Background: an optimization exercise with open tools, aiming at small area, a short achievable clock period and few clock cycles per item. Do not read the settings as production practice.
Only the layout flow was run in this run; the RTL was not checked for function there.

==> flow/flow/run.sh <==
#!/bin/bash
# The standard layout with two changes: plain buf_1 cells as the port buffers
# (buffer_ports otherwise picks delay buffers), and no adder-cell mapping in
# synthesis (ADDER_MAP_FILE empty), so abc maps the adders' prefix logic from
# gates instead of ha/fa cells. Registers and their names are unchanged.
# make's output goes to make.log here; each ORFS step keeps its own log under orfs/logs.
set -euo pipefail
export BUFFER_PORTS_ARGS="-buffer_cell sky130_fd_sc_hd__buf_1"
bash standard.sh ADDER_MAP_FILE= finish > make.log 2>&1
==> flow/standard.sh <==
#!/bin/bash
# synth_recipe.tcl (not shown) runs the flow's synth.tcl, then flattens the netlist and writes it again
# the make line also repeats each setting of config.mk as NAME=value (left out here)
make -C /OpenROAD-flow-scripts/flow DESIGN_CONFIG=/design/flow/config.mk WORK_HOME=/design/flow/orfs CLKGATE_MAP_FILE= SYNTH_SCRIPT=/design/flow/synth_recipe.tcl "${@:-finish}"
==> flow/config.mk <==
export PLATFORM = sky130hd
export DESIGN_NAME = cordic
export DESIGN_NICKNAME = cordic
export VERILOG_FILES = /design/flow/design.v
export SDC_FILE = /design/flow/constraint.sdc
export NUM_CORES = 4
export LEC_CHECK = 0
export ABC_AREA = 1
export CAP_MARGIN = 20
export CORE_MARGIN = 2
export CORE_UTILIZATION = 40
export SETUP_SLACK_MARGIN = 3.5
export SLEW_MARGIN = 20
==> flow/constraint.sdc <==
create_clock -name core_clock -period 7.0 [get_ports {clk}]
set_input_delay 1.4000 -clock core_clock [delete_from_list [all_inputs] [get_ports {clk}]]
set_output_delay 1.4000 -clock core_clock [all_outputs]
set_load 0.01 [all_outputs]
==> flow/design.v <==
module cordic #(parameter WIDTH = 32, ITER = 16)(
    input clk,
    input rst,
    input start,
    input mode,  
    input signed [WIDTH-1:0] x_in,
    input signed [WIDTH-1:0] y_in,
    input signed [WIDTH-1:0] z_in,
    output signed [WIDTH-1:0] x_out,
    output signed [WIDTH-1:0] y_out,
    output signed [WIDTH-1:0] z_out,
    output reg done
);
    localparam signed [WIDTH-1:0] K = 32'sd19898;   
    reg signed [WIDTH-1:0] x, y, z;
    reg [3:0] i;       
    reg [3:0] ix, iy;  
    reg busy;
    reg mode_r;        
    function signed [WIDTH-1:0] atan_table;
        input [3:0] idx;
        case (idx)
            4'd0:  atan_table = 32'sd25736;
            4'd1:  atan_table = 32'sd15192;
            4'd2:  atan_table = 32'sd8027;
            4'd3:  atan_table = 32'sd4074;
            4'd4:  atan_table = 32'sd2045;
            4'd5:  atan_table = 32'sd1023;
            4'd6:  atan_table = 32'sd511;
            4'd7:  atan_table = 32'sd256;
            4'd8:  atan_table = 32'sd128;
            4'd9:  atan_table = 32'sd64;
            4'd10: atan_table = 32'sd32;
            4'd11: atan_table = 32'sd16;
            4'd12: atan_table = 32'sd8;
            4'd13: atan_table = 32'sd4;
            4'd14: atan_table = 32'sd2;
            default: atan_table = 32'sd1;
        endcase
    endfunction
    function [WIDTH-1:0] addsub;
        input [WIDTH-1:0] a;
        input [WIDTH-1:0] b;
        input sub;
        reg [WIDTH-1:0] bb, p, g, pp, gg, pn, gn;
        begin
            bb = b ^ {WIDTH{sub}};
            p = a ^ bb;
            g = a & bb;
            g[0] = g[0] | (p[0] & sub);
            gg = g; pp = p; gn = g; pn = p;
                gn[1] = gg[1] | (pp[1] & gg[0]); pn[1] = pp[1] & pp[0];
                gn[3] = gg[3] | (pp[3] & gg[2]); pn[3] = pp[3] & pp[2];
                gn[5] = gg[5] | (pp[5] & gg[4]); pn[5] = pp[5] & pp[4];
                gn[7] = gg[7] | (pp[7] & gg[6]); pn[7] = pp[7] & pp[6];
                gn[9] = gg[9] | (pp[9] & gg[8]); pn[9] = pp[9] & pp[8];
                gn[11] = gg[11] | (pp[11] & gg[10]); pn[11] = pp[11] & pp[10];
                gn[13] = gg[13] | (pp[13] & gg[12]); pn[13] = pp[13] & pp[12];
                gn[15] = gg[15] | (pp[15] & gg[14]); pn[15] = pp[15] & pp[14];
                gn[17] = gg[17] | (pp[17] & gg[16]); pn[17] = pp[17] & pp[16];
                gn[19] = gg[19] | (pp[19] & gg[18]); pn[19] = pp[19] & pp[18];
                gn[21] = gg[21] | (pp[21] & gg[20]); pn[21] = pp[21] & pp[20];
                gn[23] = gg[23] | (pp[23] & gg[22]); pn[23] = pp[23] & pp[22];
                gn[25] = gg[25] | (pp[25] & gg[24]); pn[25] = pp[25] & pp[24];
                gn[27] = gg[27] | (pp[27] & gg[26]); pn[27] = pp[27] & pp[26];
                gn[29] = gg[29] | (pp[29] & gg[28]); pn[29] = pp[29] & pp[28];
                gn[31] = gg[31] | (pp[31] & gg[30]); pn[31] = pp[31] & pp[30];
                gg = gn; pp = pn;
                gn[3] = gg[3] | (pp[3] & gg[1]); pn[3] = pp[3] & pp[1];
                gn[5] = gg[5] | (pp[5] & gg[3]); pn[5] = pp[5] & pp[3];
                gn[7] = gg[7] | (pp[7] & gg[5]); pn[7] = pp[7] & pp[5];
                gn[9] = gg[9] | (pp[9] & gg[7]); pn[9] = pp[9] & pp[7];
                gn[11] = gg[11] | (pp[11] & gg[9]); pn[11] = pp[11] & pp[9];
                gn[13] = gg[13] | (pp[13] & gg[11]); pn[13] = pp[13] & pp[11];
                gn[15] = gg[15] | (pp[15] & gg[13]); pn[15] = pp[15] & pp[13];
                gn[17] = gg[17] | (pp[17] & gg[15]); pn[17] = pp[17] & pp[15];
                gn[19] = gg[19] | (pp[19] & gg[17]); pn[19] = pp[19] & pp[17];
                gn[21] = gg[21] | (pp[21] & gg[19]); pn[21] = pp[21] & pp[19];
                gn[23] = gg[23] | (pp[23] & gg[21]); pn[23] = pp[23] & pp[21];
                gn[25] = gg[25] | (pp[25] & gg[23]); pn[25] = pp[25] & pp[23];
                gn[27] = gg[27] | (pp[27] & gg[25]); pn[27] = pp[27] & pp[25];
                gn[29] = gg[29] | (pp[29] & gg[27]); pn[29] = pp[29] & pp[27];
                gn[31] = gg[31] | (pp[31] & gg[29]); pn[31] = pp[31] & pp[29];
                gg = gn; pp = pn;
                gn[5] = gg[5] | (pp[5] & gg[1]); pn[5] = pp[5] & pp[1];
                gn[7] = gg[7] | (pp[7] & gg[3]); pn[7] = pp[7] & pp[3];
                gn[9] = gg[9] | (pp[9] & gg[5]); pn[9] = pp[9] & pp[5];
                gn[11] = gg[11] | (pp[11] & gg[7]); pn[11] = pp[11] & pp[7];
                gn[13] = gg[13] | (pp[13] & gg[9]); pn[13] = pp[13] & pp[9];
                gn[15] = gg[15] | (pp[15] & gg[11]); pn[15] = pp[15] & pp[11];
                gn[17] = gg[17] | (pp[17] & gg[13]); pn[17] = pp[17] & pp[13];
                gn[19] = gg[19] | (pp[19] & gg[15]); pn[19] = pp[19] & pp[15];
                gn[21] = gg[21] | (pp[21] & gg[17]); pn[21] = pp[21] & pp[17];
                gn[23] = gg[23] | (pp[23] & gg[19]); pn[23] = pp[23] & pp[19];
                gn[25] = gg[25] | (pp[25] & gg[21]); pn[25] = pp[25] & pp[21];
                gn[27] = gg[27] | (pp[27] & gg[23]); pn[27] = pp[27] & pp[23];
                gn[29] = gg[29] | (pp[29] & gg[25]); pn[29] = pp[29] & pp[25];
                gn[31] = gg[31] | (pp[31] & gg[27]); pn[31] = pp[31] & pp[27];
                gg = gn; pp = pn;
                gn[9] = gg[9] | (pp[9] & gg[1]); pn[9] = pp[9] & pp[1];
                gn[11] = gg[11] | (pp[11] & gg[3]); pn[11] = pp[11] & pp[3];
                gn[13] = gg[13] | (pp[13] & gg[5]); pn[13] = pp[13] & pp[5];
                gn[15] = gg[15] | (pp[15] & gg[7]); pn[15] = pp[15] & pp[7];
                gn[17] = gg[17] | (pp[17] & gg[9]); pn[17] = pp[17] & pp[9];
                gn[19] = gg[19] | (pp[19] & gg[11]); pn[19] = pp[19] & pp[11];
                gn[21] = gg[21] | (pp[21] & gg[13]); pn[21] = pp[21] & pp[13];
                gn[23] = gg[23] | (pp[23] & gg[15]); pn[23] = pp[23] & pp[15];
                gn[25] = gg[25] | (pp[25] & gg[17]); pn[25] = pp[25] & pp[17];
                gn[27] = gg[27] | (pp[27] & gg[19]); pn[27] = pp[27] & pp[19];
                gn[29] = gg[29] | (pp[29] & gg[21]); pn[29] = pp[29] & pp[21];
                gn[31] = gg[31] | (pp[31] & gg[23]); pn[31] = pp[31] & pp[23];
                gg = gn; pp = pn;
                gn[17] = gg[17] | (pp[17] & gg[1]); pn[17] = pp[17] & pp[1];
                gn[19] = gg[19] | (pp[19] & gg[3]); pn[19] = pp[19] & pp[3];
                gn[21] = gg[21] | (pp[21] & gg[5]); pn[21] = pp[21] & pp[5];
                gn[23] = gg[23] | (pp[23] & gg[7]); pn[23] = pp[23] & pp[7];
                gn[25] = gg[25] | (pp[25] & gg[9]); pn[25] = pp[25] & pp[9];
                gn[27] = gg[27] | (pp[27] & gg[11]); pn[27] = pp[27] & pp[11];
                gn[29] = gg[29] | (pp[29] & gg[13]); pn[29] = pp[29] & pp[13];
                gn[31] = gg[31] | (pp[31] & gg[15]); pn[31] = pp[31] & pp[15];
                gg = gn; pp = pn;
                gn[2] = gg[2] | (pp[2] & gg[1]); pn[2] = pp[2] & pp[1];
                gn[4] = gg[4] | (pp[4] & gg[3]); pn[4] = pp[4] & pp[3];
                gn[6] = gg[6] | (pp[6] & gg[5]); pn[6] = pp[6] & pp[5];
                gn[8] = gg[8] | (pp[8] & gg[7]); pn[8] = pp[8] & pp[7];
                gn[10] = gg[10] | (pp[10] & gg[9]); pn[10] = pp[10] & pp[9];
                gn[12] = gg[12] | (pp[12] & gg[11]); pn[12] = pp[12] & pp[11];
                gn[14] = gg[14] | (pp[14] & gg[13]); pn[14] = pp[14] & pp[13];
                gn[16] = gg[16] | (pp[16] & gg[15]); pn[16] = pp[16] & pp[15];
                gn[18] = gg[18] | (pp[18] & gg[17]); pn[18] = pp[18] & pp[17];
                gn[20] = gg[20] | (pp[20] & gg[19]); pn[20] = pp[20] & pp[19];
                gn[22] = gg[22] | (pp[22] & gg[21]); pn[22] = pp[22] & pp[21];
                gn[24] = gg[24] | (pp[24] & gg[23]); pn[24] = pp[24] & pp[23];
                gn[26] = gg[26] | (pp[26] & gg[25]); pn[26] = pp[26] & pp[25];
                gn[28] = gg[28] | (pp[28] & gg[27]); pn[28] = pp[28] & pp[27];
                gn[30] = gg[30] | (pp[30] & gg[29]); pn[30] = pp[30] & pp[29];
                gg = gn; pp = pn;
            addsub = p ^ {gg[WIDTH-2:0], sub};
        end
    endfunction
    wire signed [WIDTH-1:0] xs = x >>> ix;
    wire signed [WIDTH-1:0] ys = y >>> iy;
    wire d = mode_r ? y[WIDTH-1] : ~z[WIDTH-1];
    wire signed [WIDTH-1:0] xn = addsub(x, ys, d);
    wire signed [WIDTH-1:0] yn = addsub(y, xs, ~d);
    wire signed [WIDTH-1:0] zn = addsub(z, atan_table(i), d);
    wire load = start & ~busy;
    always @(posedge clk) begin
        if (load) begin
            x <= mode ? x_in : K;
            y <= mode ? y_in : {WIDTH{1'b0}};
            z <= mode ? {WIDTH{1'b0}} : z_in;
        end else begin
            x <= xn;
            y <= yn;
            z <= zn;
        end
    end
    always @(posedge clk or posedge rst) begin
        if (rst) begin
            busy <= 1'b0;
            done <= 1'b0;
            i <= 4'd0;
            ix <= 4'd0;
            iy <= 4'd0;
            mode_r <= 1'b0;
        end else begin
            done <= busy & (i == ITER - 1);
            if (busy) begin
                i <= i + 4'd1;
                ix <= ix + 4'd1;
                iy <= iy + 4'd1;
            end
            if (load) begin
                busy <= 1'b1;
                mode_r <= mode;
            end else if (i == ITER - 1) begin
                busy <= 1'b0;
            end
        end
    end
    assign x_out = x;
    assign y_out = y;
    assign z_out = z;
endmodule
==> flow_summary_export.csv <==
group,metric,value,unit
status,status,"complete, no violations",
floorplan,die_w,187,um
drt,dr.pass1.iters,6,
drt,viasPerCell,5.27,
critical_path,cpMostUsedCell,"nand2_1",
job,drv_cap,0,
synth,postSynthCellCount,2444,
synth,ys_seq_elements,111,
global_routing,grt_pass1_vias,14550,
drt,drc,0,
cells_and_area,drive_above_1_share,8.87,%
placed_design,place_area,0.0141,sq mm
timing,max_freq,312,MHz
critical_path,critical_path.max_stage_delay,0.40,ns
floorplan,core,0.0333,sq mm
global_routing,grt_max_degree,94,
timing,max-slew-margin-rel,27.2,%
timing,worst_pin_slew,1.09,ns
synth,synth_nets,2544,
cells_and_area,syn2layout_area_growth,9.07,%
critical_path,worstPathCellList,"buf_4, clkinvlp_4, nand3_1, nand3_1, nand2_1, nand2_1, nand3_1, nand2_1, inv_2, nand2_1, nor2_1, nand2_1, nor3_2, nand2_1, nand2_1, nand2_1, nand2_1, nand2_1, nand3_1, nand2_1",
timing,finalSetupTns,0,ns
synth,synth_top_area_cell,"nand2_1",
floorplan,die-area,0.0350,sq mm
global_routing,grt_pass1_wl,73700,um
critical_path,critPathMaxFanout,31,
synth,synth_top_area_share,27.0,%
floorplan,chipHeight,187,um
critical_path,end_kind,"register",
worst_hold_path,min_path_type,"reg -> reg",
timing,slew_violations,0,
timing,rsz0062_at_grt,"false",
drt,dr.first_iter.drc_count,1460,
global_routing,antenna_found_initial,0,
critical_path,crit_arrival,3.49,ns
timing,setup_violations,0,
drt,vias,15971,
placed_design,dp_hpwl,36500,um
floorplan,io_pins,197,
critical_path,start_kind,"register",
global_routing,track_usage,26.0,%
synth,synth_area_per_cell,5.48,sq um
clock_tree,cts_tree,"yes",
drt,detail-route-antenna-nets,0,
global_routing,grt.overflow.total,0,
clock_tree,clockBufferDepth,2,
clock_tree,cts_buffers,9,
cells_and_area,final_cell_area,0.0146,sq mm
synth,synthTopCellsByCount,"nand2_1 (964), nand3_1 (503), inv_1 (221)",
cells_and_area,nets,2676,
timing,period_needed,3.20,ns
cells_and_area,diodes,0,
timing,hold_viol_final,0,
synth,synth_cell_types,56,
drt,wirelength,47500,um
clock_tree,clkLatencyLatePin,0.40,ns
synth,yosys_warnings,1,
drt,wire_per_inst,15.7,um
placed_design,portBuffers,196,
clock_tree,clk_pin_slew,0.10,ns
synth,ys_seq_area_share,17.1,%
critical_path,worstSetupPathType,"reg -> reg",
synth,postSynth.asyncResetShare,13.5,%
synth,synth_area_leaders,"nand2_1 (27%), nand3_1 (19%), dfxtp_1 (14%), inv_1 (6.2%), nor2_1 (3.1%)",
placed_design,gp_congestion,0.991,
synth,synthFlopType,"dfxtp_1",
timing,period_share,45.8,%
clock_tree,root_buffer,"clkbuf_16",
floorplan,start_util,40.3,%
clock_tree,cts.sinks,111,
synth,synthesis.area,0.0134,sq mm
synth,synth-edff-count,0,
floorplan,rows,67,
critical_path,cp_slowest_cell,"clkinvlp_4",
clock_tree,h-tree-depth,3,
timing,fin_worst_skew,0.0240,ns
synth,synth.most_common_cell,"nand2_1",
critical_path,required,7.29,ns
clock_tree,hold_buffers,0,
per-layer routing:
metal	vias up	GRT usage (%)	part of all wire [%]
li1	8148	-	-
met3	96	5.20	8.0
met5	-	0	0
met1	7138	32.6	43
met4	0	10.7	4.1
met2	589	43.7	45
registers in the layout (all words and copies together), names as in the netlist:
| name | cells |
|---|---|
| iy | 4 |
| mode_r | 1 |
| ix | 4 |
| x | 32 |
| done | 1 |
| i | 4 |
| busy | 1 |
| z | 32 |
| y | 32 |
through the flow:
stage | setup slack, ns | std cells | hold WS (ns) | util, %
6_report | 3.80 | 3029 | 0.609 | 43.9
5_1_grt | 3.51 | 3029 | 0.641 | 43.9
4_1_cts | 3.54 | 3019 | 0.605 | 43.5
3_5_place_dp | 2.89 | 3002 | 0.588 | 42.4
3_3_place_gp | 2.92 | 3002 | 0.578 | 42.4
2_1_floorplan | 4.66 | 2444 | 0.538 | -
final cells by class:
cell class	count	area, sq um
fill	3777	18700
multi-input combinational	2000	9590
sequential	111	2300
inverter	241	947
timing repair buffer	209	846
tap	448	561
clock buffer	9	225
clock inverter	7	114
timing repair inverter	4	30.0
worst max-delay path, delay by kind of cell, from the launching register on:
family | cells | cell delay (ns)
buf+inv | 3 | 0.82
flops | 1 | 0.35
simple gates | 17 | 1.91
worst paths after layout:
| path | startpoint | endpoint | slack, ns | cells after the start |
|---|---|---|---|---|
| setup / recovery | ix[2] | y[29] | 3.80 | 20 |
| hold / removal | i[0] | i[0] | 0.61 | 1 |
| setup reg to reg | ix[2] | y[29] | 3.80 | 20 |
| hold reg to reg | i[0] | i[0] | 0.61 | 1 |
| max in group asynchronous | rst | iy[0] | 5.40 | 2 |
| min in group asynchronous | rst | ix[1] | 1.08 | 2 |
placed cells by master (no fill, tap or decap), types with 30 or more instances in the layout:
| cell | Yosys | final |
|---|---|---|
| nand2_1 | 964 | 963 |
| nand3_1 | 503 | 503 |
| inv_1 | 221 | 217 |
| buf_1 | 7 | 196 |
| nor2_1 | 111 | 109 |
| dfxtp_1 | 96 | 95 |
| nand2_2 | 65 | 64 |
| a21oi_1 | 58 | 58 |
| o21ai_0 | 39 | 39 |
| o21ai_1 | 39 | 39 |
| nand3_2 | 34 | 34 |
| xor2_1 | 30 | 30 |
cells by family (layout without fill, tap and decap cells):
kind of cell	Yosys count	in the layout	share of synthesized area (%)
simple gates	1770	1774	59.5
buf+inv	337	470	11.8
compound gates	183	183	8.16
flops	111	111	17.1
xor+xnor	43	43	3.40
timing repair:
action	in CTS	in global routing
setup buffers	0	3
resized for setup	6	19
cloned	1	7
setup endpoints to repair	80	57
pin swaps	1	2

what the ideal ports hide:
How much do the figures lean on ideal ports? The routed layout below was timed once more, with nothing changed but the port constraints.
Step 1: set_driving_cell puts a clkbuf_16 on clk and a buf_2 on each other input, an assumption about the parent block.
Step 2 adds t to the input delays and takes it off the output delays; t is the mean of the earliest and latest rising clock arrival at the registers after step 1. Input paths then give back, and output paths get back, about the clock's delay inside the block.
Slacks: ideal ports / drivers / drivers and shift; pairs: ideal ports / drivers.
shift t [ns]: 0.443
slack for setup (ns): 3.797 / 3.797 / 3.547
worst setup path after step 2: input to register
cell pins on the clock port's net: 1
After both steps setup and hold are still met in this run. For this run, drivers alone change the setup slack by 0.000 ns; drivers and shift together by -0.250 ns.
